This is an optimization exercise on Yosys and OpenROAD, whose aim is small area, a short achievable clock period and few clock cycles, not a production implementation.
Only simulation tests tie the RTL to the original design; equivalence was not proved.
Power is estimated from default activity; no workload was simulated.

== alpha ==
==> flow/design.v <==
module tinyalu (
    input  wire  [7:0] A,
    input  wire  [7:0] B,
    input  wire        clk,
    input  wire  [2:0] op,
    input  wire        reset_n,
    input  wire        start,
    output wire        done,
    output wire [15:0] result
);
  reg [15:0] acc;
  reg [2:0]  cnt;      
  reg        done_r;
  wire idle = (cnt == 3'd0);
  wire [7:0] x = idle ? B : acc[15:8];
  wire [7:0] y = A & {8{idle | acc[0]}};
  wire [7:0] p = x ^ y;
  wire [7:0] g = x & y;
  wire [7:0] g1 = {g[7] | (p[7] & g[6]), g[6], g[5] | (p[5] & g[4]), g[4],
                   g[3] | (p[3] & g[2]), g[2], g[1] | (p[1] & g[0]), g[0]};
  wire [7:0] p1 = {p[7] & p[6], p[6], p[5] & p[4], p[4],
                   p[3] & p[2], p[2], p[1] & p[0], p[0]};
  wire [7:0] g2 = {g1[7:6] | (p1[7:6] & {2{g1[5]}}), g1[5:4],
                   g1[3:2] | (p1[3:2] & {2{g1[1]}}), g1[1:0]};
  wire [7:0] p2 = {p1[7:6] & {2{p1[5]}}, p1[5:4],
                   p1[3:2] & {2{p1[1]}}, p1[1:0]};
  wire [7:0] g3 = {g2[7:4] | (p2[7:4] & {4{g2[3]}}), g2[3:0]};
  wire [8:0] c  = {g3, 1'b0};
  wire [8:0] s = {c[8], p ^ c[7:0]};
  always @(posedge clk) begin
    if (!idle)
      acc <= {s, acc[7:1]};
    else if (op[2])
      acc <= {1'b0, A & {8{B[0]}}, B[7:1]};
    else if (!op[1])
      acc <= {7'h00, s};
    else if (op[0])
      acc <= {8'h00, p};
    else
      acc <= {8'h00, g};
  end
  always @(posedge clk or negedge reset_n) begin
    if (!reset_n) begin
      cnt    <= 3'd0;
      done_r <= 1'b0;
    end else if (!idle) begin
      cnt    <= cnt - 3'd1;
      done_r <= (cnt == 3'd1);
    end else begin
      cnt    <= (start && op[2] && !done_r) ? 3'd7 : 3'd0;
      done_r <= start && !op[2] && (op[1:0] != 2'b00) && !done_r;
    end
  end
  assign done   = done_r;
  assign result = acc;
endmodule
Settings: LEC_CHECK=0, ABC_AREA=1, CAP_MARGIN=20, CORE_MARGIN=2, CORE_UTILIZATION=40, PLACE_DENSITY=0.6, SETUP_SLACK_MARGIN=2.5, SLEW_MARGIN=20; clock period 5.0 ns.
standard.sh (not shown) runs the stock make flow with config.mk's settings and CLKGATE_MAP_FILE= SYNTH_SCRIPT=/design/flow/synth_recipe.tcl, a recipe that flattens the netlist after the stock synthesis.
==> flow/flow/run.sh <==
#!/bin/bash
# Layout flow: the standard ORFS flow (standard.sh, which runs the
# standard synthesis script) with two changes:
#  - the ports get plain buf_1 buffers instead of the delay cells that
#    buffer_ports picks by default;
#  - the half/full adder cells are added to the platform's don't-use list,
#    so that ABC maps the adders as ordinary gates.
# ORFS's own logs go to orfs/logs/; make's output goes to run_standard.log.
set -euo pipefail
export BUFFER_PORTS_ARGS="-buffer_cell sky130_fd_sc_hd__buf_1"
PLATFORM_DONT_USE="sky130_fd_sc_hd__probe_p_8 sky130_fd_sc_hd__probec_p_8 sky130_fd_sc_hd__lpflow_bleeder_1 sky130_fd_sc_hd__lpflow_clkbufkapwr_1 sky130_fd_sc_hd__lpflow_clkbufkapwr_16 sky130_fd_sc_hd__lpflow_clkbufkapwr_2 sky130_fd_sc_hd__lpflow_clkbufkapwr_4 sky130_fd_sc_hd__lpflow_clkbufkapwr_8 sky130_fd_sc_hd__lpflow_clkinvkapwr_1 sky130_fd_sc_hd__lpflow_clkinvkapwr_16 sky130_fd_sc_hd__lpflow_clkinvkapwr_2 sky130_fd_sc_hd__lpflow_clkinvkapwr_4 sky130_fd_sc_hd__lpflow_clkinvkapwr_8 sky130_fd_sc_hd__lpflow_decapkapwr_12 sky130_fd_sc_hd__lpflow_decapkapwr_3 sky130_fd_sc_hd__lpflow_decapkapwr_4 sky130_fd_sc_hd__lpflow_decapkapwr_6 sky130_fd_sc_hd__lpflow_decapkapwr_8 sky130_fd_sc_hd__lpflow_inputiso0n_1 sky130_fd_sc_hd__lpflow_inputiso0p_1 sky130_fd_sc_hd__lpflow_inputiso1n_1 sky130_fd_sc_hd__lpflow_inputiso1p_1 sky130_fd_sc_hd__lpflow_inputisolatch_1 sky130_fd_sc_hd__lpflow_isobufsrc_1 sky130_fd_sc_hd__lpflow_isobufsrc_16 sky130_fd_sc_hd__lpflow_isobufsrc_2 sky130_fd_sc_hd__lpflow_isobufsrc_4 sky130_fd_sc_hd__lpflow_isobufsrc_8 sky130_fd_sc_hd__lpflow_isobufsrckapwr_16 sky130_fd_sc_hd__lpflow_lsbuf_lh_hl_isowell_tap_1 sky130_fd_sc_hd__lpflow_lsbuf_lh_hl_isowell_tap_2 sky130_fd_sc_hd__lpflow_lsbuf_lh_hl_isowell_tap_4 sky130_fd_sc_hd__lpflow_lsbuf_lh_isowell_4 sky130_fd_sc_hd__lpflow_lsbuf_lh_isowell_tap_1 sky130_fd_sc_hd__lpflow_lsbuf_lh_isowell_tap_2 sky130_fd_sc_hd__lpflow_lsbuf_lh_isowell_tap_4 "
ADDERS="sky130_fd_sc_hd__ha_1 sky130_fd_sc_hd__ha_2 sky130_fd_sc_hd__ha_4 sky130_fd_sc_hd__fa_1 sky130_fd_sc_hd__fa_2 sky130_fd_sc_hd__fa_4"
bash standard.sh "DONT_USE_CELLS=$PLATFORM_DONT_USE $ADDERS" finish > run_standard.log 2>&1
Testbench counts of alpha, summed over its fixed seeds: cycles 44,915.
Input changes introduced in beta (baseline for comparison: alpha):
==> flow/design.v <==
module tinyalu (
    input  wire  [7:0] A,
    input  wire  [7:0] B,
    input  wire        clk,
    input  wire  [2:0] op,
    input  wire        reset_n,
    input  wire        start,
    output wire        done,
    output wire [15:0] result
);
  reg [15:0] acc;
  reg        busy;     
  reg [2:0]  step;     
  reg        done_r;
  wire last = step[2] & ~step[1];    
  wire [7:0] x = busy  ? acc[15:8] :
                 op[2] ? {1'b0, A[7:1] & {7{B[0]}}} : B;
  wire       m = busy  ? acc[0] : (op[2] ? B[1] : 1'b1);
  wire [8:0] s = {1'b0, x} + {1'b0, A & {8{m}}};
  always @(posedge clk) begin
    if (busy)
      acc <= {s, acc[7:1]};
    else if (op[2])
      acc <= {s, A[0] & B[0], B[7:2]};
    else if (!op[1])
      acc <= {7'h00, s};
    else if (op[0])
      acc <= {8'h00, A ^ B};
    else
      acc <= {8'h00, A & B};
  end
  always @(posedge clk or negedge reset_n) begin
    if (!reset_n) begin
      busy   <= 1'b0;
      step   <= 3'b000;
      done_r <= 1'b0;
    end else if (busy) begin
      busy   <= ~last;
      step   <= {step[1:0], ~step[2]};
      done_r <= last;
    end else begin
      busy   <= start && op[2] && !done_r;
      done_r <= start && !op[2] && (op[1:0] != 2'b00) && !done_r;
    end
  end
  assign done   = done_r;
  assign result = acc;
endmodule
Findings:
Looking at clock-buffer cell count, beta sits 1 below alpha.
Of beta and alpha, the run reporting the lower synthesized-area fraction occupied by adder cells was alpha.
Going from alpha to beta, the core utilization was found to have gone up by 0.36 points.
Status: starting density of the core parity (alpha, beta)
Total routing usage reported by global routing: beta < alpha
alpha vs beta, critical path endpoint: acc[8] vs acc[4]
Across both runs, chip height was higher for beta than for alpha.
Compared with alpha, beta shows share of the final layout cell area in sequential cells lower by 2.7 points.
Summary of beta over alpha: number of nets in the final layout shows an increase of 59; multi-input combinational area share grew by 2.4 points.
beta gives less relative contribution of combinational cells to total power than alpha did.
beta vs alpha on internal power: beta is the lower one.
Timing, DRC, antenna: 0 failures across beta and alpha
Cell count was lower in alpha than in beta.
Testbench counts of beta, summed over its fixed seeds: cycles 41,926.

[separate check: timing with driven ports]
How much do the figures lean on ideal ports? The routed layouts below were timed once more, with nothing changed but the port constraints. Step 1 sets driving cells, clkbuf_16 on the clock port and buf_2 on the other inputs (assumed; they add their load-dependent delay and slew). Step 2 times the ports against the registers' clock, not the clock port: input delays grow and output delays shrink by t, the midpoint of the rising clock arrivals with the driver on. Slacks: ideal ports / drivers / drivers and shift; pairs: ideal ports / drivers.
| run | t (ns) | setup slack, ns | worst slew at a driven data input, ns |
|---|---|---|---|
| alpha | 0.280 | 2.599 / 2.597 / 2.317 | 0.03 |
| beta | 0.290 | 2.646 / 2.638 / 2.348 | 0.03 |
After both steps setup and hold are still met in every run listed. The setup slack of beta, which loses most, moves by -0.008 ns with the drivers and by -0.298 ns with both steps.
